This is an optimization exercise on Yosys and OpenROAD, whose aim is small area, a short achievable clock period and few clock cycles, not a production implementation. Only simulation tests tie the RTL to the original design; equivalence was not proved. Power figures rest on the tool's default switching activity, not on a simulated workload.

$ cat design/flow/constraint.sdc
create_clock -name core_clock -period 6.0 [get_ports {clk}]
set_input_delay 1.2000 -clock core_clock [delete_from_list [all_inputs] [get_ports {clk}]]
set_output_delay 1.2000 -clock core_clock [all_outputs]
set_load 0.01 [all_outputs]
$ cat design/flow/flow/run.sh
#!/bin/bash
# Own layout flow: the standard ORFS layout, with ports buffered by sky130_fd_sc_hd__buf_1
# instead of the default buffer cell. Each make run's full output goes to its own log file here.
set -euo pipefail
work=$(pwd)
bash standard.sh synth > "$work/synth.log" 2>&1
bash standard.sh finish BUFFER_PORTS_ARGS="-buffer_cell sky130_fd_sc_hd__buf_1" > "$work/layout.log" 2>&1
test -f "$work/out/final.def"
$ cat design/flow/design.v
module ARS_des(clk,reset,key,din,flag,dout,ready);
input [64:1] din;
input [64:1] key;
input clk,reset;
input flag;
output [64:1] dout;
output ready;
function [64:1]	IP;
input	[64:1]	IPin;
begin
IP=	 {IPin[58],IPin[50],IPin[42],IPin[34],IPin[26],IPin[18],IPin[10],IPin[2],
      IPin[60],IPin[52],IPin[44],IPin[36],IPin[28],IPin[20],IPin[12],IPin[4],
      IPin[62],IPin[54],IPin[46],IPin[38],IPin[30],IPin[22],IPin[14],IPin[6],
      IPin[64],IPin[56],IPin[48],IPin[40],IPin[32],IPin[24],IPin[16],IPin[8],
      IPin[57],IPin[49],IPin[41],IPin[33],IPin[25],IPin[17],IPin[9],IPin[1],
      IPin[59],IPin[51],IPin[43],IPin[35],IPin[27],IPin[19],IPin[11],IPin[3],
      IPin[61],IPin[53],IPin[45],IPin[37],IPin[29],IPin[21],IPin[13],IPin[5],
      IPin[63],IPin[55],IPin[47],IPin[39],IPin[31],IPin[23],IPin[15],IPin[7]};
end
endfunction
function [64:1] IVIP;
input    [64:1]  IP_1in;
begin
IVIP = {IP_1in[40],IP_1in[8],IP_1in[48],IP_1in[16],IP_1in[56],IP_1in[24],IP_1in[64],IP_1in[32],
        IP_1in[39],IP_1in[7],IP_1in[47],IP_1in[15],IP_1in[55],IP_1in[23],IP_1in[63],IP_1in[31],
        IP_1in[38],IP_1in[6],IP_1in[46],IP_1in[14],IP_1in[54],IP_1in[22],IP_1in[62],IP_1in[30],
        IP_1in[37],IP_1in[5],IP_1in[45],IP_1in[13],IP_1in[53],IP_1in[21],IP_1in[61],IP_1in[29],
        IP_1in[36],IP_1in[4],IP_1in[44],IP_1in[12],IP_1in[52],IP_1in[20],IP_1in[60],IP_1in[28],
        IP_1in[35],IP_1in[3],IP_1in[43],IP_1in[11],IP_1in[51],IP_1in[19],IP_1in[59],IP_1in[27],
        IP_1in[34],IP_1in[2],IP_1in[42],IP_1in[10],IP_1in[50],IP_1in[18],IP_1in[58],IP_1in[26],
        IP_1in[33],IP_1in[1],IP_1in[41],IP_1in[9],IP_1in[49],IP_1in[17],IP_1in[57],IP_1in[25]};
end
endfunction
reg [64:1] data;      
reg [1:56] cd;        
reg [3:0] cnt;        
reg mode;             
reg ready;
reg sh1;              
wire [48:1] ksub = {cd[14], cd[17], cd[11], cd[24], cd[1], cd[5], cd[3], cd[28], cd[15], cd[6], cd[21], cd[10], cd[23], cd[19], cd[12], cd[4], cd[26], cd[8], cd[16], cd[7], cd[27], cd[20], cd[13], cd[2], cd[41], cd[52], cd[31], cd[37], cd[47], cd[55], cd[30], cd[40], cd[51], cd[45], cd[33], cd[48], cd[44], cd[49], cd[39], cd[56], cd[34], cd[53], cd[46], cd[42], cd[50], cd[36], cd[29], cd[32]};
wire [32:1] rl, rr;
ARS_ENDEcrp c1 (.OUTR(rr), .OUTL(rl), .INR(data[32:1]), .INL(data[64:33]), .K_sub(ksub));
always @(posedge clk) begin
  if (reset == 1'b0) begin
    data  <= IP(din);
    cd    <= flag ? {key[8], key[16], key[24], key[32], key[40], key[48], key[56], key[64], key[7], key[15], key[23], key[31], key[39], key[47], key[55], key[63], key[6], key[14], key[22], key[30], key[38], key[46], key[54], key[62], key[5], key[13], key[21], key[29], key[2], key[10], key[18], key[26], key[34], key[42], key[50], key[58], key[3], key[11], key[19], key[27], key[35], key[43], key[51], key[59], key[4], key[12], key[20], key[28], key[36], key[44], key[52], key[60], key[37], key[45], key[53], key[61]} : {key[16], key[24], key[32], key[40], key[48], key[56], key[64], key[7], key[15], key[23], key[31], key[39], key[47], key[55], key[63], key[6], key[14], key[22], key[30], key[38], key[46], key[54], key[62], key[5], key[13], key[21], key[29], key[8], key[10], key[18], key[26], key[34], key[42], key[50], key[58], key[3], key[11], key[19], key[27], key[35], key[43], key[51], key[59], key[4], key[12], key[20], key[28], key[36], key[44], key[52], key[60], key[37], key[45], key[53], key[61], key[2]};
    mode  <= flag;
    cnt   <= 4'd0;
    ready <= 1'b0;
    sh1   <= 1'b1;
  end else begin
    if (!ready) data <= {rl, rr};
    if (mode)
      cd <= sh1 ? {cd[28], cd[1], cd[2], cd[3], cd[4], cd[5], cd[6], cd[7], cd[8], cd[9], cd[10], cd[11], cd[12], cd[13], cd[14], cd[15], cd[16], cd[17], cd[18], cd[19], cd[20], cd[21], cd[22], cd[23], cd[24], cd[25], cd[26], cd[27], cd[56], cd[29], cd[30], cd[31], cd[32], cd[33], cd[34], cd[35], cd[36], cd[37], cd[38], cd[39], cd[40], cd[41], cd[42], cd[43], cd[44], cd[45], cd[46], cd[47], cd[48], cd[49], cd[50], cd[51], cd[52], cd[53], cd[54], cd[55]} : {cd[27], cd[28], cd[1], cd[2], cd[3], cd[4], cd[5], cd[6], cd[7], cd[8], cd[9], cd[10], cd[11], cd[12], cd[13], cd[14], cd[15], cd[16], cd[17], cd[18], cd[19], cd[20], cd[21], cd[22], cd[23], cd[24], cd[25], cd[26], cd[55], cd[56], cd[29], cd[30], cd[31], cd[32], cd[33], cd[34], cd[35], cd[36], cd[37], cd[38], cd[39], cd[40], cd[41], cd[42], cd[43], cd[44], cd[45], cd[46], cd[47], cd[48], cd[49], cd[50], cd[51], cd[52], cd[53], cd[54]};
    else
      cd <= sh1 ? {cd[2], cd[3], cd[4], cd[5], cd[6], cd[7], cd[8], cd[9], cd[10], cd[11], cd[12], cd[13], cd[14], cd[15], cd[16], cd[17], cd[18], cd[19], cd[20], cd[21], cd[22], cd[23], cd[24], cd[25], cd[26], cd[27], cd[28], cd[1], cd[30], cd[31], cd[32], cd[33], cd[34], cd[35], cd[36], cd[37], cd[38], cd[39], cd[40], cd[41], cd[42], cd[43], cd[44], cd[45], cd[46], cd[47], cd[48], cd[49], cd[50], cd[51], cd[52], cd[53], cd[54], cd[55], cd[56], cd[29]} : {cd[3], cd[4], cd[5], cd[6], cd[7], cd[8], cd[9], cd[10], cd[11], cd[12], cd[13], cd[14], cd[15], cd[16], cd[17], cd[18], cd[19], cd[20], cd[21], cd[22], cd[23], cd[24], cd[25], cd[26], cd[27], cd[28], cd[1], cd[2], cd[31], cd[32], cd[33], cd[34], cd[35], cd[36], cd[37], cd[38], cd[39], cd[40], cd[41], cd[42], cd[43], cd[44], cd[45], cd[46], cd[47], cd[48], cd[49], cd[50], cd[51], cd[52], cd[53], cd[54], cd[55], cd[56], cd[29], cd[30]};
    cnt <= cnt + 4'd1;
    sh1 <= (cnt == 4'd6) | (cnt == 4'd13);
    if (cnt == 4'd15) ready <= 1'b1;
  end
end
assign dout = IVIP({data[32:1], data[64:33]});
endmodule
module ARS_ENDEcrp(OUTR, OUTL, INR, INL, K_sub);
output	[32:1]	OUTR, OUTL;
input	[32:1]	INR, INL;
input	[48:1]	K_sub;
wire	[48:1] E;
wire	[48:1] X;
wire	[48:1] S;
assign E[48:1] = {	INR[32], INR[1], INR[2], INR[3], INR[4], INR[5], INR[4], INR[5],
			INR[6], INR[7], INR[8], INR[9], INR[8], INR[9], INR[10], INR[11],
			INR[12], INR[13], INR[12], INR[13], INR[14], INR[15], INR[16],
			INR[17], INR[16], INR[17], INR[18], INR[19], INR[20], INR[21],
			INR[20], INR[21], INR[22], INR[23], INR[24], INR[25], INR[24],
			INR[25], INR[26], INR[27], INR[28], INR[29], INR[28], INR[29],
			INR[30], INR[31], INR[32], INR[1]};
assign X = E ^ K_sub;
ARS_sbox1 u0( .addr(X[06:01]), .dout(S[04:01]) );
ARS_sbox2 u1( .addr(X[12:07]), .dout(S[08:05]) );
ARS_sbox3 u2( .addr(X[18:13]), .dout(S[12:09]) );
ARS_sbox4 u3( .addr(X[24:19]), .dout(S[16:13]) );
ARS_sbox5 u4( .addr(X[30:25]), .dout(S[20:17]) );
ARS_sbox6 u5( .addr(X[36:31]), .dout(S[24:21]) );
ARS_sbox7 u6( .addr(X[42:37]), .dout(S[28:25]) );
ARS_sbox8 u7( .addr(X[48:43]), .dout(S[32:29]) );
assign OUTR = {	S[16], S[7], S[20], S[21], S[29], S[12], S[28],
			S[17], S[1], S[15], S[23], S[26], S[5], S[18],
			S[31], S[10], S[2], S[8], S[24], S[14], S[32],
			S[27], S[3], S[9], S[19], S[13], S[30], S[6],
			S[22], S[11], S[4], S[25]}^ INL;
assign OUTL = INR;
endmodule
module ARS_sbox1(addr, dout);
input	[6:1] addr;
output	[4:1] dout;
reg	[4:1] dout;
always @(addr) begin
    case ({addr[6],addr[1], addr[5:2]})	
         0:  dout =  14;
         1:  dout =   4;
         2:  dout =  13;
         3:  dout =   1;
         4:  dout =   2;
         5:  dout =  15;
         6:  dout =  11;
         7:  dout =   8;
         8:  dout =   3;
         9:  dout =  10;
        10:  dout =   6;
        11:  dout =  12;
        12:  dout =   5;
        13:  dout =   9;
        14:  dout =   0;
        15:  dout =   7;
        16:  dout =   0;
        17:  dout =  15;
        18:  dout =   7;
        19:  dout =   4;
        20:  dout =  14;
        21:  dout =   2;
        22:  dout =  13;
        23:  dout =   1;
        24:  dout =  10;
        25:  dout =   6;
        26:  dout =  12;
        27:  dout =  11;
        28:  dout =   9;
        29:  dout =   5;
        30:  dout =   3;
        31:  dout =   8;
        32:  dout =   4;
        33:  dout =   1;
        34:  dout =  14;
        35:  dout =   8;
        36:  dout =  13;
        37:  dout =   6;
        38:  dout =   2;
        39:  dout =  11;
        40:  dout =  15;
        41:  dout =  12;
        42:  dout =   9;
        43:  dout =   7;
        44:  dout =   3;
        45:  dout =  10;
        46:  dout =   5;
        47:  dout =   0;
        48:  dout =  15;
        49:  dout =  12;
        50:  dout =   8;
        51:  dout =   2;
        52:  dout =   4;
        53:  dout =   9;
        54:  dout =   1;
        55:  dout =   7;
        56:  dout =   5;
        57:  dout =  11;
        58:  dout =   3;
        59:  dout =  14;
        60:  dout =  10;
        61:  dout =   0;
        62:  dout =   6;
        63:  dout =  13;
    endcase
    end
endmodule
module ARS_sbox2(addr, dout);
input	[6:1] addr;
output	[4:1] dout;
reg	[4:1] dout;
always @(addr) begin
    case ({addr[6],addr[1], addr[5:2]})
         0:  dout = 15;
         1:  dout =  1;
         2:  dout =  8;
         3:  dout = 14;
         4:  dout =  6;
         5:  dout = 11;
         6:  dout =  3;
         7:  dout =  4;
         8:  dout =  9;
         9:  dout =  7;
        10:  dout =  2;
        11:  dout = 13;
        12:  dout = 12;
        13:  dout =  0;
        14:  dout =  5;
        15:  dout = 10;
        16:  dout =  3;
        17:  dout = 13;
        18:  dout =  4;
        19:  dout =  7;
        20:  dout = 15;
        21:  dout =  2;
        22:  dout =  8;
        23:  dout = 14;
        24:  dout = 12;
        25:  dout =  0;
        26:  dout =  1;
        27:  dout = 10;
        28:  dout =  6;
        29:  dout =  9;
        30:  dout = 11;
        31:  dout =  5;
        32:  dout =  0;
        33:  dout = 14;
        34:  dout =  7;
        35:  dout = 11;
        36:  dout = 10;
        37:  dout =  4;
        38:  dout = 13;
        39:  dout =  1;
        40:  dout =  5;
        41:  dout =  8;
        42:  dout = 12;
        43:  dout =  6;
        44:  dout =  9;
        45:  dout =  3;
        46:  dout =  2;
        47:  dout = 15;
        48:  dout = 13;
        49:  dout =  8;
        50:  dout = 10;
        51:  dout =  1;
        52:  dout =  3;
        53:  dout = 15;
        54:  dout =  4;
        55:  dout =  2;
        56:  dout = 11;
        57:  dout =  6;
        58:  dout =  7;
        59:  dout = 12;
        60:  dout =  0;
        61:  dout =  5;
        62:  dout = 14;
        63:  dout =  9;
    endcase
    end
endmodule
module ARS_sbox3(addr, dout);
input	[6:1] addr;
output	[4:1] dout;
reg	[4:1] dout;
always @(addr) begin
    case ({addr[6],addr[1], addr[5:2]})
         0:  dout = 10;
         1:  dout =  0;
         2:  dout =  9;
         3:  dout = 14;
         4:  dout =  6;
         5:  dout =  3;
         6:  dout = 15;
         7:  dout =  5;
         8:  dout =  1;
         9:  dout = 13;
        10:  dout = 12;
        11:  dout =  7;
        12:  dout = 11;
        13:  dout =  4;
        14:  dout =  2;
        15:  dout =  8;
        16:  dout = 13;
        17:  dout =  7;
        18:  dout =  0;
        19:  dout =  9;
        20:  dout =  3;
        21:  dout =  4;
        22:  dout =  6;
        23:  dout = 10;
        24:  dout =  2;
        25:  dout =  8;
        26:  dout =  5;
        27:  dout = 14;
        28:  dout = 12;
        29:  dout = 11;
        30:  dout = 15;
        31:  dout =  1;
        32:  dout = 13;
        33:  dout =  6;
        34:  dout =  4;
        35:  dout =  9;
        36:  dout =  8;
        37:  dout = 15;
        38:  dout =  3;
        39:  dout =  0;
        40:  dout = 11;
        41:  dout =  1;
        42:  dout =  2;
        43:  dout = 12;
        44:  dout =  5;
        45:  dout = 10;
        46:  dout = 14;
        47:  dout =  7;
        48:  dout =  1;
        49:  dout = 10;
        50:  dout = 13;
        51:  dout =  0;
        52:  dout =  6;
        53:  dout =  9;
        54:  dout =  8;
        55:  dout =  7;
        56:  dout =  4;
        57:  dout = 15;
        58:  dout = 14;
        59:  dout =  3;
        60:  dout = 11;
        61:  dout =  5;
        62:  dout =  2;
        63:  dout = 12;
    endcase
    end
endmodule
module ARS_sbox4(addr, dout);
input	[6:1] addr;
output	[4:1] dout;
reg	[4:1] dout;
always @(addr) begin
    case ({addr[6],addr[1], addr[5:2]})
         0:  dout =  7;
         1:  dout = 13;
         2:  dout = 14;
         3:  dout =  3;
         4:  dout =  0;
         5:  dout =  6;
         6:  dout =  9;
         7:  dout = 10;
         8:  dout =  1;
         9:  dout =  2;
        10:  dout =  8;
        11:  dout =  5;
        12:  dout = 11;
        13:  dout = 12;
        14:  dout =  4;
        15:  dout = 15;
        16:  dout = 13;
        17:  dout =  8;
        18:  dout = 11;
        19:  dout =  5;
        20:  dout =  6;
        21:  dout = 15;
        22:  dout =  0;
        23:  dout =  3;
        24:  dout =  4;
        25:  dout =  7;
        26:  dout =  2;
        27:  dout = 12;
        28:  dout =  1;
        29:  dout = 10;
        30:  dout = 14;
        31:  dout =  9;
        32:  dout = 10;
        33:  dout =  6;
        34:  dout =  9;
        35:  dout =  0;
        36:  dout = 12;
        37:  dout = 11;
        38:  dout =  7;
        39:  dout = 13;
        40:  dout = 15;
        41:  dout =  1;
        42:  dout =  3;
        43:  dout = 14;
        44:  dout =  5;
        45:  dout =  2;
        46:  dout =  8;
        47:  dout =  4;
        48:  dout =  3;
        49:  dout = 15;
        50:  dout =  0;
        51:  dout =  6;
        52:  dout = 10;
        53:  dout =  1;
        54:  dout = 13;
        55:  dout =  8;
        56:  dout =  9;
        57:  dout =  4;
        58:  dout =  5;
        59:  dout = 11;
        60:  dout = 12;
        61:  dout =  7;
        62:  dout =  2;
        63:  dout = 14;
    endcase
    end
endmodule
module ARS_sbox5(addr, dout);
input	[6:1] addr;
output	[4:1] dout;
reg	[4:1] dout;
always @(addr) begin
    case ({addr[6],addr[1], addr[5:2]})	
         0:  dout =  2;
         1:  dout = 12;
         2:  dout =  4;
         3:  dout =  1;
         4:  dout =  7;
         5:  dout = 10;
         6:  dout = 11;
         7:  dout =  6;
         8:  dout =  8;
         9:  dout =  5;
        10:  dout =  3;
        11:  dout = 15;
        12:  dout = 13;
        13:  dout =  0;
        14:  dout = 14;
        15:  dout =  9;
        16:  dout = 14;
        17:  dout = 11;
        18:  dout =  2;
        19:  dout = 12;
        20:  dout =  4;
        21:  dout =  7;
        22:  dout = 13;
        23:  dout =  1;
        24:  dout =  5;
        25:  dout =  0;
        26:  dout = 15;
        27:  dout = 10;
        28:  dout =  3;
        29:  dout =  9;
        30:  dout =  8;
        31:  dout =  6;
        32:  dout =  4;
        33:  dout =  2;
        34:  dout =  1;
        35:  dout = 11;
        36:  dout = 10;
        37:  dout = 13;
        38:  dout =  7;
        39:  dout =  8;
        40:  dout = 15;
        41:  dout =  9;
        42:  dout = 12;
        43:  dout =  5;
        44:  dout =  6;
        45:  dout =  3;
        46:  dout =  0;
        47:  dout = 14;
        48:  dout = 11;
        49:  dout =  8;
        50:  dout = 12;
        51:  dout =  7;
        52:  dout =  1;
        53:  dout = 14;
        54:  dout =  2;
        55:  dout = 13;
        56:  dout =  6;
        57:  dout = 15;
        58:  dout =  0;
        59:  dout =  9;
        60:  dout = 10;
        61:  dout =  4;
        62:  dout =  5;
        63:  dout =  3;
    endcase
    end
endmodule
module ARS_sbox6(addr, dout);
input	[6:1] addr;
output	[4:1] dout;
reg	[4:1] dout;
always @(addr) begin
    case ({addr[6],addr[1], addr[5:2]})	
         0:  dout = 12;
         1:  dout =  1;
         2:  dout = 10;
         3:  dout = 15;
         4:  dout =  9;
         5:  dout =  2;
         6:  dout =  6;
         7:  dout =  8;
         8:  dout =  0;
         9:  dout = 13;
        10:  dout =  3;
        11:  dout =  4;
        12:  dout = 14;
        13:  dout =  7;
        14:  dout =  5;
        15:  dout = 11;
        16:  dout = 10;
        17:  dout = 15;
        18:  dout =  4;
        19:  dout =  2;
        20:  dout =  7;
        21:  dout = 12;
        22:  dout =  9;
        23:  dout =  5;
        24:  dout =  6;
        25:  dout =  1;
        26:  dout = 13;
        27:  dout = 14;
        28:  dout =  0;
        29:  dout = 11;
        30:  dout =  3;
        31:  dout =  8;
        32:  dout =  9;
        33:  dout = 14;
        34:  dout = 15;
        35:  dout =  5;
        36:  dout =  2;
        37:  dout =  8;
        38:  dout = 12;
        39:  dout =  3;
        40:  dout =  7;
        41:  dout =  0;
        42:  dout =  4;
        43:  dout = 10;
        44:  dout =  1;
        45:  dout = 13;
        46:  dout = 11;
        47:  dout =  6;
        48:  dout =  4;
        49:  dout =  3;
        50:  dout =  2;
        51:  dout = 12;
        52:  dout =  9;
        53:  dout =  5;
        54:  dout = 15;
        55:  dout = 10;
        56:  dout = 11;
        57:  dout = 14;
        58:  dout =  1;
        59:  dout =  7;
        60:  dout =  6;
        61:  dout =  0;
        62:  dout =  8;
        63:  dout = 13;
    endcase
    end
endmodule
module ARS_sbox7(addr, dout);
input	[6:1] addr;
output	[4:1] dout;
reg	[4:1] dout;
always @(addr) begin
    case ({addr[6],addr[1], addr[5:2]})	
         0:  dout =  4;
         1:  dout = 11;
         2:  dout =  2;
         3:  dout = 14;
         4:  dout = 15;
         5:  dout =  0;
         6:  dout =  8;
         7:  dout = 13;
         8:  dout =  3;
         9:  dout = 12;
        10:  dout =  9;
        11:  dout =  7;
        12:  dout =  5;
        13:  dout = 10;
        14:  dout =  6;
        15:  dout =  1;
        16:  dout = 13;
        17:  dout =  0;
        18:  dout = 11;
        19:  dout =  7;
        20:  dout =  4;
        21:  dout =  9;
        22:  dout =  1;
        23:  dout = 10;
        24:  dout = 14;
        25:  dout =  3;
        26:  dout =  5;
        27:  dout = 12;
        28:  dout =  2;
        29:  dout = 15;
        30:  dout =  8;
        31:  dout =  6;
        32:  dout =  1;
        33:  dout =  4;
        34:  dout = 11;
        35:  dout = 13;
        36:  dout = 12;
        37:  dout =  3;
        38:  dout =  7;
        39:  dout = 14;
        40:  dout = 10;
        41:  dout = 15;
        42:  dout =  6;
        43:  dout =  8;
        44:  dout =  0;
        45:  dout =  5;
        46:  dout =  9;
        47:  dout =  2;
        48:  dout =  6;
        49:  dout = 11;
        50:  dout = 13;
        51:  dout =  8;
        52:  dout =  1;
        53:  dout =  4;
        54:  dout = 10;
        55:  dout =  7;
        56:  dout =  9;
        57:  dout =  5;
        58:  dout =  0;
        59:  dout = 15;
        60:  dout = 14;
        61:  dout =  2;
        62:  dout =  3;
        63:  dout = 12;
    endcase
    end
endmodule
module ARS_sbox8(addr, dout);
input	[6:1] addr;
output	[4:1] dout;
reg	[4:1] dout;
always @(addr) begin
    case ({addr[6],addr[1], addr[5:2]})	
         0:  dout = 13;
         1:  dout =  2;
         2:  dout =  8;
         3:  dout =  4;
         4:  dout =  6;
         5:  dout = 15;
         6:  dout = 11;
         7:  dout =  1;
         8:  dout = 10;
         9:  dout =  9;
        10:  dout =  3;
        11:  dout = 14;
        12:  dout =  5;
        13:  dout =  0;
        14:  dout = 12;
        15:  dout =  7;
        16:  dout =  1;
        17:  dout = 15;
        18:  dout = 13;
        19:  dout =  8;
        20:  dout = 10;
        21:  dout =  3;
        22:  dout =  7;
        23:  dout =  4;
        24:  dout = 12;
        25:  dout =  5;
        26:  dout =  6;
        27:  dout = 11;
        28:  dout =  0;
        29:  dout = 14;
        30:  dout =  9;
        31:  dout =  2;
        32:  dout =  7;
        33:  dout = 11;
        34:  dout =  4;
        35:  dout =  1;
        36:  dout =  9;
        37:  dout = 12;
        38:  dout = 14;
        39:  dout =  2;
        40:  dout =  0;
        41:  dout =  6;
        42:  dout = 10;
        43:  dout = 13;
        44:  dout = 15;
        45:  dout =  3;
        46:  dout =  5;
        47:  dout =  8;
        48:  dout =  2;
        49:  dout =  1;
        50:  dout = 14;
        51:  dout =  7;
        52:  dout =  4;
        53:  dout = 10;
        54:  dout =  8;
        55:  dout = 13;
        56:  dout = 15;
        57:  dout = 12;
        58:  dout =  9;
        59:  dout =  0;
        60:  dout =  3;
        61:  dout =  5;
        62:  dout =  6;
        63:  dout = 11;
    endcase
    end
endmodule
$ cat design/flow/standard.sh
#!/bin/bash
# synth_recipe.tcl (not shown) runs the flow's synth.tcl, then flattens the netlist and writes it again
# the make line also repeats each setting of config.mk as NAME=value (left out here)
make -C /OpenROAD-flow-scripts/flow DESIGN_CONFIG=/design/flow/config.mk WORK_HOME=/design/flow/orfs CLKGATE_MAP_FILE= SYNTH_SCRIPT=/design/flow/synth_recipe.tcl "${@:-finish}"
$ cat design/flow/config.mk
export PLATFORM = sky130hd
export DESIGN_NAME = ARS_des
export DESIGN_NICKNAME = ARS_des
export VERILOG_FILES = /design/flow/design.v
export SDC_FILE = /design/flow/constraint.sdc
export NUM_CORES = 4
export LEC_CHECK = 0
export ABC_AREA = 1
export CAP_MARGIN = 20
export CORE_MARGIN = 2
export CORE_UTILIZATION = 40
export SETUP_SLACK_MARGIN = 3.6
export SLEW_MARGIN = 20
==> impl.org, run 1 <==
** Power
- The worst-case IR drop observed on VDD is 0.232 mV.
- For this design the static power due to leakage is 7.17 nW.
- Internal power summed over all cells :: 0.00396 W
- Switching power total :: 0.00449 W
- Net Sw Frac :: 0.531
- The share of total power dissipated in sequential elements is 0.176.
- Design Power :: 0.00845 W
- Logic gate share of total power :: 0.692
- The share of total power dissipated in the clock network is 0.132.
- Dividing total power by cell area gives a power density of 577 nW/um^2.

** Global route
- The first global-routing pass estimated 63200 um of wire.
- Total GRT Usage :: 0.254
- After global routing the overflow that remains totals 0.
- Largest net degree at the start of global routing :: 78
- The via count of the first global-routing pass was 12000.
- Number of antenna violations at the first check in global routing :: 1

** Min path
- Worst hold path cell count :: 1
- HP Class :: reg2reg

** Worst setup path
- Highest cell delay on the worst timing path :: 0.55 ns
- In this run the number of cells on the critical path is 1.
- At the worst endpoint, the arrival time is 1.19 ns.
- The number of buffers and inverters on the critical path is 1.
- Walking the worst path, the cells encountered are buf_1.
- The kind of cell with the highest combined delay along the critical path is flip-flops.
- The setup path with the least slack is of type reg2out.
- Max FO, Critical Path :: 4
- Critical Path RT :: 4.80 ns
- The worst setup path is launched from a flip-flop.
- The number of cells on the worst reg-to-reg path is 13.
- Among all stages on the critical path, the largest delay is contributed by edfxtp_1.
- Kind of end point of the critical path :: primary output

** Final layout
- Fraction of final layout cells sized beyond drive strength 1 :: 0.0819
- Measured on the finished design, the core utilization comes to 0.492.
- The finished layout holds 2600 standard cells, fillers aside.
- Diodes inserted :: 0
- Area growth, synth to finish :: 20.2%
- The finished cells cover 14600 um^2.
- Final #Nets :: 2393

** Yosys
- Number of distinct library cells after synthesis :: 33
- Most used DFF post-synth :: edfxtp_1
- Yosys top cell by area :: nand2_1
- Most instantiated cells after synthesis :: 778 x nand2_1, 516 x nand3_1, 161 x inv_1
- Mapped Nets :: 2217
- Counting flops with a built-in enable in the synthesized netlist gives 65.
- The synthesized design contains 127 register bits.
- Synth top area share :: 0.240
- Synth warn :: 9
- For this run, the register share of the synthesized area comes to 0.262.
- Dominant cells by area after synthesis :: nand2_1 24%, nand3_1 21%, edfxtp_1 16%, dfxtp_1 10%, ha_1 6.7%
- In this run the mean area of a mapped cell was 6.03 um^2.
- In the synthesized netlist the async set-or-reset flop fraction comes to 0.
- Counting every instance in the synthesized netlist gives 2021.
- Netlist Area Pre-Place :: 12200 um^2
- Dominant cell by count in the synthesized netlist :: nand2_1

** Clock tree
- Clock buffer depth :: 2
- TritonCTS built the clock tree.
- Num CTS Buffers :: 17
- Source-to-sink clock delay at the later pin of the worst-skew pair :: 0.44 ns
- Hold buffers post-CTS :: 0
- The clock drives 127 sinks.
- Clock transition at path regs :: 0.07 ns
- The H-tree generated during clock tree synthesis spans 4 levels.
- Root buffer cell :: clkbuf_16

** Place
- Cells after DPL :: 2513
- Weighted congestion at the end of routability-driven global placement :: 0.963
- Once detailed placement completed, the half-perimeter wirelength came to 30200 um.
- Port buffering added 187 buffers.
- Standard cell area after detailed placement :: 13100 um^2

** STA
- Number of hold violations in the final report :: 0
- Final-layout setup total negative slack :: 0 ns
- At the pin with the least slew margin, the transition time is 0.734 ns.
- Highest clock frequency the design can meet :: 0.418 GHz
- The smallest clock period supported by the final layout is computed as 2.39 ns.
- For the final database, setup skew stands at 0.0136 ns.
- Unrepaired setup endpoints after global routing :: yes
- Number of endpoints failing setup at the final stage :: 0
- Relative slew slack :: 0.509
- Tcrit/Tclk final :: 0.399
- The number of pins exceeding their max-slew limit in the final report is 0.

** Die
- Die outline height :: 179 um
- The floorplan has 63 rows.
- Area of the die :: 31900 um^2
- For this design the top-level I/O count stands at 196.
- For this configuration, the core starts out at a cell density of 0.409.
- From left edge to right edge, the die measures 179 um.
- The core region is 29800 um^2.

** Routing
- The final layout contains routed wiring with a total length of 41500 um.
- Detailed Routing Iterations Pass 1 :: 6
- The detailed router placed 13900 vias in this run.
- The first routing iteration left 1657 violations.
- After detailed routing, the average wire length per cell comes to 16.0 um.
- In the routed layout, each cell is associated on average with a via count of 5.35.
- Number of nets with antenna violations after routing :: 0
- DRC errors left :: 0

** Run status
- The run finished with no timing, DRC or antenna violations.

** Run
- Max capacitance violation total :: 0
registers in the layout, indices dropped and copies added (netlist names):
name   count
mode       1
data      64
ready      1
cd        56
cnt        4
sh1        1
cell type report:
type                    count  area (um^2)
clock buffers              21          493
clock inverters            11          115
fillers                  3120        15100
inverters                 171          657
multi-input cells        1629         8450
flip-flops and latches    127         3200
well taps                 390          488
repair buffers            250         1240
repair inverters            1         5.00
worst paths after layout:
path	start	end	slack, ns
setup / recovery	data[9]$_DFFE_PP_	dout[6]	3.61
hold / removal	cnt[0]$_SDFF_PN0_	cnt[0]$_SDFF_PN0_	0.50
setup reg to reg	data[32]$_DFFE_PP_	data[24]$_DFFE_PP_	3.68
hold reg to reg	cnt[0]$_SDFF_PN0_	cnt[0]$_SDFF_PN0_	0.50
per-layer routing:
| layer | vias up | part of all wire | GRT usage |
|---|---|---|---|
| met1 | 6351 | 0.46 | 0.364 |
| met4 | 2 | 0.025 | 0.0840 |
| met3 | 59 | 0.078 | 0.0522 |
| li1 | 7001 | - | - |
| met5 | - | 0.00019 | 0 |
| met2 | 501 | 0.44 | 0.380 |
per-stage QoR:
stage / setup slack, ns / hold slack [ns]
2_1_floorplan: 3.63 / 0.445
5_1_grt: 3.53 / 0.528
3_3_place_gp: 2.85 / 0.468
4_1_cts: 3.56 / 0.512
3_5_place_dp: 2.82 / 0.498
6_report: 3.61 / 0.498
power groups by stage:
stage | Combinational (W) | Sequential, W | Clock (W)
4_1_cts | 0.00543 | 0.00150 | 0.00113
3_3_place_gp | 0.00496 | 0.00165 | 0
5_1_grt | 0.00656 | 0.00152 | 0.00116
3_5_place_dp | 0.00496 | 0.00165 | 0
6_report | 0.00585 | 0.00149 | 0.00111
2_1_floorplan | 0.00384 | 0.00152 | 0
kinds of logic after synthesis:
family | share of synthesized area
flip-flops | 0.262
buffers and inverters | 0.0858
AO/OA/AOI/OAI | 0.0654
AND/OR/NAND/NOR | 0.475
XOR/XNOR | 0.0451
adder cells (fa/ha/maj) | 0.0667
timing repair:
item                       4_1_cts  5_1_grt
setup endpoints to repair       61       43
pin swaps                        0        7
cloned                           1        0
buffers inserted                31       23
hold endpoints to repair         0        0
resized for setup               32       50
placed cells by master (no fill, tap or decap), types with 3 or more instances in the layout:
master and instances:
nand2_1 767, nand3_1 516, buf_1 185, inv_1 156, o21ai_0 86, edfxtp_1 65
a21oi_1 59, ha_1 58, dfxtp_1 57, buf_4 57, nor2_1 43, clkbuf_16 19
xnor2_2 17, xnor2_1 11, inv_2 10, xor2_2 8, nand2_2 8, xor2_4 7
nand3b_1 7, xnor2_4 6, inv_6 6, ha_4 6, nand4_1 5, dfxtp_2 5
buf_12 4, nor2_4 3, inv_4 3, nand2_4 3, xor2_1 3
Testbench counts, summed over its fixed seeds: cycles 13,056.
==> run 2, diff against run 1 <==
--- a/design/flow/config.mk
+++ b/design/flow/config.mk
@@ -9,5 +9,5 @@
 export CAP_MARGIN = 20
 export CORE_MARGIN = 2
 export CORE_UTILIZATION = 40
-export SETUP_SLACK_MARGIN = 3.6
+export SETUP_SLACK_MARGIN = 3.8
 export SLEW_MARGIN = 20
==> run 2 against run 1 <==
  * Clock skew decreased by 0.0034 ns
  * Global-route usage increased by 1.3 points
  * First-iteration DRC count decreased by 19%
  * Critical endpoint is now dout[52]
  * Largest power group unchanged
==> impl.org, run 2 <==
** STA
- The actual transition at the worst max-transition pin is 0.888 ns (+0.153 ns).
- Shortest period the worst path allows :: 2.40 ns (+0.00584 ns)
- Setup repair after global routing could not meet its margin everywhere.
- The highest clock frequency the design can meet was 0.417 GHz (-0.24%).
- Tcrit/Tclk final :: 0.400 (+0.000973)
- The worst hold slack after final layout came to 0.485 ns (-0.0133 ns).
- The worst setup skew after layout was 0.0103 ns (-0.00337 ns).
- Number of endpoints failing setup at the final stage :: 0 (unchanged)
- Relative slew slack :: 0.408 (-0.101)
- The number of failing hold endpoints at the final stage came to 0 (unchanged).
- The final total negative setup slack was 0 ns (unchanged).
- The number of pins exceeding their max-slew limit in the final report is 0 (unchanged).
- The final worst slack was 3.60 ns (-0.00584 ns).

** Power
- Switching power total :: 0.00546 W (+22%)
- Logic gate share of total power :: 0.761 (+0.069)
- Part of the power in the clock network :: 0.100 (-0.032)
- Worst vdd rail ir drop :: 0.273 mV (+18%)
- The sequential cell fraction of total power came to 0.139 (-0.037).
- The total power density per cell area was 606 nW/um^2 (+5.1%).
- The switching power share of the total is 0.518 (-0.0132).
- The leakage dissipation is 8.36 nW (+17%).
- Internal power summed over all cells :: 0.00508 W (+28%)

** Worst setup path
- The cell family contributing the most delay on the critical path is flip-flops.
- End of the worst register-to-register path :: data[26]$_DFFE_PP_
- RR Startpoint :: data[8]$_DFFE_PP_
- Count of cells along the worst register-to-register path :: 14 (+1)
- The maximum net fanout on the critical path is 4 (unchanged).
- Kind of start point of the critical path :: flip-flop
- The worst setup path is captured at a primary output.
- The worst endpoint required time came to 4.80 ns (about the same).
- The slowest stage of the critical path is the edfxtp_1 cell.
- Highest cell delay on the worst timing path :: 0.54 ns (about the same)
- WP buf/inv :: 1 (unchanged)
- Slack of the worst reg-to-reg path :: 3.72 ns (+0.04 ns)
- In this run the worst setup path begins at data[23]$_DFFE_PP_.
- Walking the worst path, the cells encountered are buf_2.
- The critical path is of the reg2out type.
- Data arrival, critical path :: 1.20 ns (about the same)

** Run status
- Outcome :: no timing/DRC/antenna violations

** Yosys
- By area the synthesized netlist is led by nand2_1 24%, nand3_1 21%, edfxtp_1 16%, dfxtp_1 10%, ha_1 6.7%.
- The number of nets in the synthesized netlist came to 2217 (unchanged).
- The Yosys warning count is 9 (unchanged).
- After synthesis, the most frequently instantiated cells are 778 x nand2_1, 516 x nand3_1, 161 x inv_1.
- The number of enable flip-flop cells after synthesis is 65 (unchanged).
- Yosys top cell by area :: nand2_1
- The number of storage elements in the synthesis netlist came to 127 (unchanged).
- Most used DFF post-synth :: edfxtp_1
- The top cell type's share of synthesized area came to 0.240 (unchanged).
- Sequential area share after synthesis :: 0.262 (unchanged)
- FFs w/ async S/R, synth :: 0 (unchanged)
- The post-synthesis instance total came to 2021 (unchanged).
- Number of distinct library cells after synthesis :: 33 (unchanged)
- Netlist Area Pre-Place :: 12200 um^2 (unchanged)
- Average cell area after synthesis :: 6.03 um^2 (unchanged)
- Dominant cell by count in the synthesized netlist :: nand2_1

** Global route
- The initial antenna violation count came to 1 (unchanged).
- Largest net degree at the start of global routing :: 87 (+12%)
- The leftover overflow at the end of global routing is 0 (unchanged).
- The wire length of the first global-routing pass came to 65700 um (+3.9%).
- Vias in the first global route :: 12400 (+4.0%)
- The global routing usage summed across all routing layers is 0.267 (+0.0126).

** Routing
- Number of nets with antenna violations after routing :: 0 (unchanged)
- The DRC violations left is 0 (unchanged).
- The detailed router's first-iteration violation count came to 1345 (-19%).
- Detailed Routing Iterations Pass 1 :: 7 (+1)
- Vias :: 14600 (+4.8%)
- Routed vias/inst :: 5.38 (+0.61%)
- Sum of routed wire length over all layers :: 46200 um (+11%)
- The average wire per cell in the routed design came to 17.1 um (+7.0%).

** Clock tree
- CTS tree :: done
- The clock tree buffer depth is 2 (unchanged).
- The deepest level of the CTS H-tree came to 4 (unchanged).
- The tree is rooted in a clkbuf_16.
- The number of buffers inserted during clock tree synthesis is 17 (unchanged).
- The CTS clock-pin slew for the worst setup and hold paths was 0.06 ns (about the same).
- The clock insertion delay at the later pin of the skew report came to 0.45 ns (about the same).
- The number of clock sinks was 127 (unchanged).

** Die
- Die Wd :: 179 um (unchanged)
- Row count :: 63 (unchanged)
- The area of the die was 31900 um^2 (unchanged).
- Starting density of the core :: 0.409 (unchanged)
- Area inside the core boundary :: 29800 um^2 (unchanged)
- The number of top-level pins is 196 (unchanged).
- Die outline height :: 179 um (unchanged)

** Final layout
- Max FFs per register :: 64 (unchanged)
- The fraction of layout instances using a drive strength above 1 is 0.262 (+0.180).
- Counting flops per register, the top entry is data.
- Final #Nets :: 2500 (+4.5%)
- Registers with the highest flip-flop counts :: data: 64 flops, cd: 56 flops, cnt: 4 flops
- Most common cell after layout, fill and taps aside :: nand2_1
- FILL cells :: 2857 (-8.4%)
- Area growth, synth to finish :: 42.5%
- The core utilization of the finished layout came to 0.583 (+0.0915).
- Fin cells :: 2708 (+4.2%)
- In the layout the commonest cells are 695 x nand2_1, 396 x nand3_1, 137 x inv_1.

** Place
- Placed wire-length estimate after detailed placement :: 30700 um (+1.7%)
- Cells after DPL :: 2513 (unchanged)
- Count of port buffers added during placement :: 187 (unchanged)
- Weighted congestion at the end of routability-driven global placement :: 0.940 (-2.4%)
- Pre-CTS worst setup slack :: 2.88 ns (+0.0563 ns)

** Min path
- The worst hold path stage count came to 1 (unchanged).
- In this run the most critical hold path is launched from cnt[0]$_SDFF_PN0_.
- HP Class :: reg2reg
- The path with the worst hold slack has its endpoint at cnt[0]$_SDFF_PN0_.

** Run
- The number of violations of the max-capacitance limit was 0 (unchanged).
## run 2: kinds of logic after synthesis
kind of cell	Yosys count	share of synthesized area
AND/OR/NAND/NOR	1357	0.475
adder cells (fa/ha/maj)	65	0.0667
AO/OA/AOI/OAI	155	0.0654
flip-flops	127	0.262
XOR/XNOR	52	0.0451
buffers and inverters	265	0.0858
## run 2: worst max path at each step
| stage | to | slack [ns] | cells past startpoint |
|---|---|---|---|
| 2_1_floorplan | data[10]$_DFFE_PP_ | 3.81 | 5 |
| 3_3_place_gp | data[63]$_DFFE_PP_ | 2.90 | 3 |
| 3_5_place_dp | data[56]$_DFFE_PP_ | 2.88 | 3 |
| 4_1_cts | dout[36] | 3.58 | 1 |
| 5_1_grt | dout[52] | 3.58 | 1 |
| 6_report | dout[52] | 3.60 | 1 |
## run 2: power groups by stage
stage,clock [W],combinational [W],sequential [W]
2_1_floorplan,0,0.00385,0.00152
3_3_place_gp,0,0.00497,0.00166
6_report,0.00106,0.00802,0.00146
4_1_cts,0.00107,0.00610,0.00144
5_1_grt,0.00111,0.00874,0.00149
3_5_place_dp,0,0.00496,0.00167
## run 2: what timing repair did
action,4_1_cts,5_1_grt
gates resized for setup,121,422
pin swaps,9,184
buffers inserted,96,65
gates cloned,0,1
hold buffers,0,0
setup endpoints to repair,214,170
## run 2: through the flow
stage	total power [W]	cell area, um^2
2_1_floorplan	0.00536	12200
3_3_place_gp	0.00663	13100
3_5_place_dp	0.00663	13100
4_1_cts	0.00861	15100
5_1_grt	0.0113	17400
6_report	0.0105	17400
## run 2: per-layer routing
layer	track usage	wire length, um	vias up
met5	0	0	-
met4	0.0928	1620	0
met3	0.0533	3140	83
met2	0.424	21400	535
met1	0.360	20000	6749
li1	-	-	7214
## run 2: cell type report
class	instances	area, um^2	share of cell area
Multi-Input combinational cell	1630	9990	0.575
Tap cell	390	488	0.0281
Inverter	171	668	0.0385
Clock buffer	19	454	0.0261
Timing Repair Buffer	357	2440	0.141
Clock inverter	13	126	0.00727
Antenna cell	1	2.50	0.000144
Sequential cell	127	3210	0.185
==> run 3, diff against run 2 <==
--- a/design/flow/config.mk
+++ b/design/flow/config.mk
@@ -9,5 +9,5 @@
 export CAP_MARGIN = 20
 export CORE_MARGIN = 2
 export CORE_UTILIZATION = 40
-export SETUP_SLACK_MARGIN = 3.8
+export SETUP_SLACK_MARGIN = 4.0
 export SLEW_MARGIN = 20
==> run 3 against run 2 <==
  * Clock power about the same
  * Non-clock buffer count rose by 16
  * Area after synthesis is the same
==> impl.org, run 3 <==
** Clock tree
- The deepest level of the CTS H-tree came to 4 (unchanged).
- TritonCTS built the clock tree.
- The clock insertion delay at the later pin of the skew report was 0.45 ns (about the same).
- The number of buffers inserted during clock tree synthesis was 17 (unchanged).
- The number of clock sinks is 127 (unchanged).
- Clock buffer depth :: 2 (unchanged)
- Root buffer cell :: clkbuf_16
- The CTS clock-pin slew for the worst setup and hold paths came to 0.07 ns (about the same).

** STA
- Number of hold violations in the final report :: 0 (unchanged)
- The actual transition at the worst max-transition pin is 0.699 ns (-0.188 ns).
- The highest clock frequency the design can meet was 0.422 GHz (+1.1%).
- The final total negative setup slack came to 0 ns (unchanged).
- The part of the cycle the worst path needs was 0.395 (-0.00432).
- Unrepaired setup endpoints after global routing :: yes
- Number of max-slew violations in the final report :: 0 (unchanged)
- Number of endpoints failing setup at the final stage :: 0 (unchanged)
- The worst setup skew after layout came to 0.0160 ns (+0.00578 ns).
- The tightest slew margin relative to the limit is 0.531 (+0.122).
- Shortest period the worst path allows :: 2.37 ns (-0.0259 ns)

** Routing
- Routed vias/inst :: 5.43 (+0.88%)
- The DRC violations left was 0 (unchanged).
- Sum of routed wire length over all layers :: 46600 um (+0.84%)
- Detail-routed net length per standard cell :: 17.1 um (+0.25%)
- Drt initial violations :: 1518 (+13%)
- The number of detailed-routing iterations run before antenna repair is 8 (+1).
- Vias :: 14800 (+1.5%)
- The residual antenna-violating net count after detailed routing was 0 (unchanged).

** Worst setup path
- Setup Crit Path Kind :: reg2out
- Kind of start point of the critical path :: flip-flop
- The worst setup path is captured at a primary output.
- The number of buffer and inverter stages on the critical path was 1 (unchanged).
- The arrival time reported for the critical path endpoint is 1.17 ns (-0.03 ns).
- Highest cell delay on the worst timing path :: 0.53 ns (about the same)
- The signal on the critical path passes through buf_1.
- The worst endpoint required time was 4.80 ns (about the same).
- The slowest stage of the critical path is the edfxtp_1 cell.
- In this design, the largest share of critical-path delay is due to flip-flops.
- Max FO, Critical Path :: 3 (-1)

** Yosys
- The total standard cell area after synthesis was 12200 um^2 (unchanged).
- Yosys top cell by area :: nand2_1
- The per-instance average area after synthesis is 6.03 um^2 (unchanged).
- The number of nets in the synthesized netlist is 2217 (unchanged).
- Ranked by total cell area, the synthesized netlist is headed by nand2_1 24%, nand3_1 21%, edfxtp_1 16%, dfxtp_1 10%, ha_1 6.7%.
- The number of enable flip-flop cells after synthesis is 65 (unchanged).
- Sequential area share after synthesis :: 0.262 (unchanged)
- The top cell type's share of synthesized area is 0.240 (unchanged).
- The post-synthesis instance total came to 2021 (unchanged).
- In the post-synthesis netlist, the cell with the most instances is nand2_1.
- Most instantiated cells after synthesis :: 778 x nand2_1, 516 x nand3_1, 161 x inv_1
- The number of storage elements in the synthesis netlist is 127 (unchanged).
- The unique cell type count in the Yosys netlist is 33 (unchanged).
- Synth warn :: 9 (unchanged)
- The fraction of synthesis flops using an asynchronous set or reset pin came to 0 (unchanged).
- Most used DFF post-synth :: edfxtp_1

** Final layout
- The fraction of layout instances using a drive strength above 1 came to 0.295 (+0.0332).
- FILL cells :: 2752 (-3.7%)
- The largest registers in the layout are data: 64 flops, cd: 56 flops, cnt: 4 flops.
- Max FFs per register :: 64 (unchanged)
- The sequential cell area is 3210 um^2 (+0.12%).
- Diodes inserted :: 0 (-1)
- In the layout the commonest cells are 660 x nand2_1, 384 x nand3_1, 129 x inv_1.
- Largest Register :: data
- Final #Nets :: 2517 (+0.68%)
- Fin cells :: 2724 (+0.59%)
- Multi-input gate area in the final layout :: 10200 um^2 (+2.6%)
- Leaving out fill and tap cells, the most frequent cell in the layout is nand2_1.
- Area growth, synth to finish :: 46.6%

** Global route
- Total GRT Usage :: 0.281 (+0.0137)
- Busiest grt layer :: met2
- The via count of the first global-routing pass is 13000 (+4.5%).
- Largest net degree at the start of global routing :: 75 (-14%)
- The met2 track demand over resource came to 0.445 (+0.0204).
- Number of antenna violations at the first check in global routing :: 0 (-1)
- Met1 demand-to-capacity share in global routing :: 0.379 (+0.0194)
- The met3 routing resource usage after global routing is 0.0543 (+0.00107).
- Wire length of the first global-routing pass :: 69300 um (+5.5%)
- Total global routing overflow :: 0 (unchanged)

** Power
- The switching power was 0.00567 W (+3.8%).
- The peak ir drop on the vdd network was 0.303 mV (+11%).
- The clock power share was 0.098 (-0.002).
- The leakage dissipation came to 8.55 nW (+2.4%).
- The portion of total power attributed to combinational logic was 0.766 (+0.005).
- The total power density per cell area was 608 nW/um^2 (+0.32%).
- The switching power share of the total came to 0.521 (+0.00281).
- Internal power summed over all cells :: 0.00521 W (+2.6%)
- Part of the power in registers :: 0.137 (-0.002)

** Run
- Max capacitance violation total :: 0 (unchanged)

** Die
- Die outline height :: 179 um (unchanged)
- Area inside the core boundary :: 29800 um^2 (unchanged)
- The number of top-level pins was 196 (unchanged).
- Starting density of the core :: 0.409 (unchanged)
- Row count :: 63 (unchanged)
- The die boundary width is 179 um (unchanged).
- The area of the die is 31900 um^2 (unchanged).

** Place
- The number of input and output port buffers inserted is 187 (unchanged).
- Weighted congestion at the end of routability-driven global placement :: 0.928 (-1.3%)
- Placed wire-length estimate after detailed placement :: 31200 um (+1.5%)
- The total placed cells including tap cells is 2512 (-0.040%).

** Run status
- Outcome :: no timing/DRC/antenna violations

** Min path
- The path class of the tightest hold or removal check is reg2reg.
[run 3: cell counts after synthesis]
Identical to the previous run, type by type.
[run 3: power groups by stage]
stage	Clock [W]	Combinational, W	Sequential [W]
4_1_cts	0.00107	0.00696	0.00146
3_3_place_gp	0	0.00503	0.00169
6_report	0.00106	0.00833	0.00148
3_5_place_dp	0	0.00502	0.00169
5_1_grt	0.00110	0.00908	0.00151
2_1_floorplan	0	0.00389	0.00153
[run 3: final cells by class]
| class | instances | share of cell area |
|---|---|---|
| flip-flops and latches | 127 | 0.180 |
| clock inverters | 15 | 0.00819 |
| clock buffers | 17 | 0.0238 |
| repair buffers | 373 | 0.149 |
| multi-input cells | 1630 | 0.573 |
| repair inverters | 1 | 0.000280 |
| well taps | 390 | 0.0273 |
| inverters | 171 | 0.0394 |
[run 3: repair_timing]
action,CTS,global route
gates resized for setup,334,316
cloned,2,0
pin swaps,140,180
hold buffers,0,0
setup buffers,134,44
endpoints found under the setup margin,256,194
[run 3: routing by layer]
layer	wire, um	share of wire
met2	21400	0.46
met4	1500	0.032
met5	0	0
met3	3980	0.085
met1	19800	0.42
[run 3: stage by stage]
stage	cell area (um^2)	utilization	hold WS, ns	setup slack [ns]	total power, W
after global placement	13200	0.441	0.470	2.75	0.00671
after floorplan	12400	-	0.444	3.88	0.00542
after detailed placement	13200	0.441	0.485	2.65	0.00671
after CTS	16300	0.548	0.499	3.62	0.00950
final	17900	0.600	0.496	3.63	0.0109
after global routing	17900	0.600	0.523	3.59	0.0117
[run 3: logic make-up after synthesis]
logic type,count (synthesis),synth area share
AO/OA/AOI/OAI,155,0.0654
AND/OR/NAND/NOR,1357,0.475
flip-flops,127,0.262
adder cells (fa/ha/maj),65,0.0667
buffers and inverters,265,0.0858
XOR/XNOR,52,0.0451
[run 3: final timing paths]
kind	start	end	slack [ns]	cells after the start
max	data[15]$_DFFE_PP_	dout[54]	3.63	1
min	cnt[0]$_SDFF_PN0_	cnt[0]$_SDFF_PN0_	0.50	1
max reg2reg	data[28]$_DFFE_PP_	data[31]$_DFFE_PP_	3.72	13
min reg2reg	cnt[0]$_SDFF_PN0_	cnt[0]$_SDFF_PN0_	0.50	1
==> run 4, diff against run 3 <==
==> design/flow/flow/run.sh (replaced) <==
#!/bin/bash
# Own layout flow: the standard ORFS layout with two changes.
#  1. Synthesis maps the logic with an area-oriented ABC script (flow/abc_area.script) instead of
#     ORFS's, and without the full-adder extraction. Flip-flop mapping (dfflibmap) is unchanged, so
#     the registers, their names and cell types are those of the standard synthesis.
#  2. Ports are buffered with sky130_fd_sc_hd__buf_1 instead of the default buffer cell.
# Each make run's full output goes to its own log file in this folder.
set -euo pipefail
work=$(pwd)
rm -rf "$work/scripts_area"
cp -r "$FLOW_HOME/scripts" "$work/scripts_area"
cp "$work/flow/abc_area.script" "$work/scripts_area/abc_area.script"
bash standard.sh synth SCRIPTS_DIR="$work/scripts_area" ABC_AREA=1 ADDER_MAP_FILE= > "$work/synth.log" 2>&1
bash standard.sh finish BUFFER_PORTS_ARGS="-buffer_cell sky130_fd_sc_hd__buf_1" > "$work/layout.log" 2>&1
test -f "$work/out/final.def"
==> design/flow/flow/abc_area.script (new file) <==
strash
&get -n
&deepsyn -T 60
&put
dch -f
map -a
topo
--- a/design/flow/config.mk
+++ b/design/flow/config.mk
@@ -9,5 +9,5 @@
 export CAP_MARGIN = 20
 export CORE_MARGIN = 2
 export CORE_UTILIZATION = 40
-export SETUP_SLACK_MARGIN = 4.0
+export SETUP_SLACK_MARGIN = 3.6
 export SLEW_MARGIN = 20
==> run 4 against run 3 <==
  * Still clean on timing, DRC and antenna
  * Final area decreased by 17%
  * Routed wire length shrank 16%
  * Synthesized cell count down 24%
  * Flip-flop and latch count unchanged
  * Sequential power about the same
  * Clock skew fell by 0.00056 ns
  * Critical path depth rose by 13
  * Worst setup slack got worse by 0.28 ns
  * Critical path type is now reg2reg
  * Highest routed layer is now met5
==> impl.org, run 4 <==
** Clock tree
- Clock sink count :: 127 (unchanged)
- Clock transition at path regs :: 0.06 ns (about the same)
- Clock buffer depth :: 2 (unchanged)
- The clock insertion delay at the later pin of the skew report was 0.44 ns (about the same).
- Htree depth :: 4 (unchanged)
- The number of buffers inserted during clock tree synthesis was 17 (unchanged).
- The tree is rooted in a clkbuf_16.
- CTS tree :: done

** Power
- Design Power :: 0.00905 W (-17%)
- Worst vdd rail ir drop :: 0.349 mV (+15%)
- The leakage dissipation came to 5.88 nW (-31%).
- The total power density per cell area is 613 nW/um^2 (+0.77%).

** Run status
- The flow ran to the end and the layout has no timing, DRC or antenna violations.

** Die
- Die Wd :: 159 um (-11%)
- Area inside the core boundary :: 23600 um^2 (-21%)
- Die outline height :: 159 um (-11%)
- I/O pin total :: 196 (unchanged)
- Starting density of the core :: 0.409 (about the same)
- The standard-cell row count was 56 (-11%).
- Area of the die :: 25400 um^2 (-20%)

** Worst setup path
- Setup Crit Path Kind :: reg2reg
- By instance count, the cell type seen most on the critical path is nand2_2.
- The worst endpoint required time was 6.16 ns (+1.36 ns).
- WP buf/inv :: 2 (+1)
- The maximum net fanout on the critical path is 4 (+1).
- On the critical path the largest part of the delay comes from compound AO/OA/AOI/OAI gates.
- Kind of start point of the critical path :: flip-flop
- Kind of end point of the critical path :: flip-flop
- The delay of the slowest cell on the worst path was 0.54 ns (about the same).
- Worst-path cell with the longest stage delay :: edfxtp_1
- Walking the worst path, the cells encountered are xnor2_4 > inv_4 > nor2_4 > nor2_4 > inv_4 > nand2_4 > nand2_2 > nand2_2 > nand2_2 > a31oi_1 > nor2_1 > o31ai_2 > xor2_1 > a21oi_1.
- Data arrival, critical path :: 2.82 ns (+1.65 ns)

** Yosys
- The number of enable flip-flop cells after synthesis was 65 (unchanged).
- FFs w/ async S/R, synth :: 0 (unchanged)
- Synth top area share :: 0.202 (-0.0376)
- edfxtp_1 takes more of the synthesized area than any other cell.
- Most used DFF post-synth :: edfxtp_1
- Sequential area share after synthesis :: 0.330 (+0.0684)
- The unique cell type count in the Yosys netlist came to 34 (+3.0%).
- FF+latch count, synth :: 127 (unchanged)
- Yosys instantiated no cell more often than nand2_1.
- Average cell area after synthesis :: 6.31 um^2 (+4.5%)
- Synth warn :: 9 (unchanged)
- Count of mapped cells out of synthesis :: 1533 (-24%)
- Dominant cells by area after synthesis :: edfxtp_1 20%, dfxtp_1 13%, nand2_1 12%, nor2_1 11%, nand3_1 10%
- Netlist Area Pre-Place :: 9670 um^2 (-21%)
- The commonest cells after synthesis are 310 x nand2_1, 286 x nor2_1, 196 x nand3_1.
- Mapped Nets :: 1664 (-25%)

** STA
- The worst setup skew after layout came to 0.0155 ns (-0.000560 ns).
- The count of final setup violators is 0 (unchanged).
- The actual transition at the worst max-transition pin was 1.03 ns (+0.331 ns).
- The number of failing hold endpoints at the final stage came to 0 (unchanged).
- Unrepaired setup endpoints after global routing :: yes
- Highest clock frequency the design can meet :: 0.377 GHz (-11%)
- The time the final worst path needs with I/O delays and setup was 2.66 ns (+0.284 ns).
- Tcrit/Tclk final :: 0.443 (+0.0473)
- The worst hold slack after final layout came to 0.458 ns (-0.0376 ns).
- The number of pins exceeding their max-slew limit in the final report came to 0 (unchanged).
- Final-layout setup total negative slack :: 0 ns (unchanged)
- The tightest slew margin relative to the limit came to 0.313 (-0.218).

** Place
- Count of port buffers added during placement :: 187 (unchanged)
- The post-DP HPWL came to 23800 um (-24%).
- The final weighted congestion in routability-driven placement came to 0.923 (-0.58%).

** Final layout
- The flip-flop count of the largest register after layout came to 64 (unchanged).
- Largest Register :: data
- Diodes inserted :: 0 (unchanged)
- The fraction of layout instances using a drive strength above 1 was 0.290 (-0.00515).
- Most common cell after layout, fill and taps aside :: nand2_1
- From synthesis to final layout, the design area changed by 52.6%.
- Registers with the highest flip-flop counts :: data: 64 flops, cd: 56 flops, cnt: 4 flops
- The net count reported at finish came to 2029 (-19%).
- In the layout the commonest cells are 248 x nand2_1, 203 x nor2_1, 189 x nand3_1.
- The number of fill cells was 2191 (-20%).

** Global route
- Wire length of the first global-routing pass :: 57000 um (-18%)
- Total GRT Usage :: 0.280 (-0.00106)
- Vias in the first global route :: 11000 (-15%)
- The initial antenna violation count was 4 (+4).
- The maximum number of pins on one net before global-route repair was 111 (+48%).
- Total global routing overflow :: 0 (unchanged)

** Routing
- The number of vias per cell came to 5.60 (+3.2%).
- Drt initial violations :: 1308 (-14%)
- The residual antenna-violating net count after detailed routing was 0 (unchanged).
- The average wire per cell in the routed design came to 17.5 um (+2.3%).
- The DRC violations left was 0 (unchanged).
- The number of detailed-routing iterations run before antenna repair is 9 (+1).
- Sum of routed wire length over all layers :: 39000 um (-16%)
- Vias :: 12500 (-16%)

** Min path
- The path class of the tightest hold or removal check is reg2reg.

** Run
- The number of violations of the max-capacitance limit came to 0 (unchanged).
run 4: stage by stage:
stage	std cells	setup WS, ns	util	instance area, um^2
detailed placement	2044	2.76	0.467	11000
CTS	2168	3.43	0.560	13200
global route	2229	3.29	0.625	14800
floorplan	1533	3.58	-	9870
global placement	2044	2.77	0.467	11000
finish	2229	3.34	0.625	14800
run 4: what timing repair did:
| action | CTS | global route |
|---|---|---|
| buffers inserted | 93 | 61 |
| pin swaps | 96 | 163 |
| endpoints found under the setup margin | 160 | 174 |
| resized for setup | 246 | 301 |
| hold buffers | 0 | 0 |
run 4: final cells by class:
cell class | instances | area (um^2) | area share
Multi-Input combinational cell | 1261 | 7610 | 0.516
Sequential cell | 127 | 3200 | 0.217
Timing Repair Buffer | 346 | 2210 | 0.150
Inverter | 145 | 739 | 0.0501
Clock buffer | 20 | 500 | 0.0339
Tap cell | 319 | 399 | 0.0270
Clock inverter | 11 | 101 | 0.00687
run 4: final timing paths:
path | depth (start not counted) | slack (ns) | end | startpoint
worst max-delay path | 14 | 3.34 | data[31]$_DFFE_PP_ | data[26]$_DFFE_PP_
worst min-delay path | 1 | 0.46 | cnt[0]$_SDFF_PN0_ | cnt[0]$_SDFF_PN0_
worst max register to register | 14 | 3.34 | data[31]$_DFFE_PP_ | data[26]$_DFFE_PP_
worst min register to register | 1 | 0.46 | cnt[0]$_SDFF_PN0_ | cnt[0]$_SDFF_PN0_
run 4: cells by family after synthesis:
logic type / share of synthesized area
XOR/XNOR: 0.0317
flip-flops: 0.330
AO/OA/AOI/OAI: 0.216
AND/OR/NAND/NOR: 0.366
buffers and inverters: 0.0563
run 4: where the power goes:
group          switching, W  internal (W)  total (W)  leakage (nW)
clock              0.000442      0.000643    0.00108         0.294
sequential         0.000274       0.00119    0.00147          1.20
combinational       0.00373       0.00277    0.00650          4.39
total               0.00444       0.00460    0.00905          5.88
run 4: layer usage:
metal | GRT usage | wire length (um)
met1 | 0.373 | 16500
met2 | 0.440 | 18300
met3 | 0.0758 | 3130
met4 | 0.0893 | 1010
met5 | 0 | 58
run 4: worst reg2reg max path: cells and delay by family, from the launching register on:
family          cells  cell delay (ns)
compound gates      3             0.64
flops               1             0.54
xor+xnor            2             0.44
simple gates        7             0.58
buf+inv             2             0.19

[port drivers added, routing unchanged]
How much do the figures lean on ideal ports? The routed layouts below were timed once more, with nothing changed but the port constraints. Step 1 (the two cells are an assumption about what drives the block):
set clk [get_ports {clk}]
set_driving_cell -lib_cell sky130_fd_sc_hd__clkbuf_16 $clk
set_driving_cell -lib_cell sky130_fd_sc_hd__buf_2 [delete_from_list [all_inputs] $clk]
Step 2 moves the port delays by t, midway between the first and last clock arrival at a register: inputs arrive t later, outputs are due t later. That takes back most of the time a late clock gives input paths. a / b / c = no drivers / after step 1 / after step 2; a / b = the first two.
run	t (ns)	setup WS [ns]	worst data-port slew with drivers (ns)	pins driven straight from the clock port
run 1	0.487	3.608 / 3.559 / 3.296	0.04	1
run 2	0.494	3.603 / 3.552 / 3.356	0.09	1
run 3	0.492	3.629 / 3.575 / 3.592	0.06	1
run 4	0.484	3.345 / 3.345 / 3.203	0.07	1
After both steps setup and hold are still met in every run listed. For run 1, which loses most, drivers alone change the setup slack by -0.049 ns; drivers and shift together by -0.312 ns.
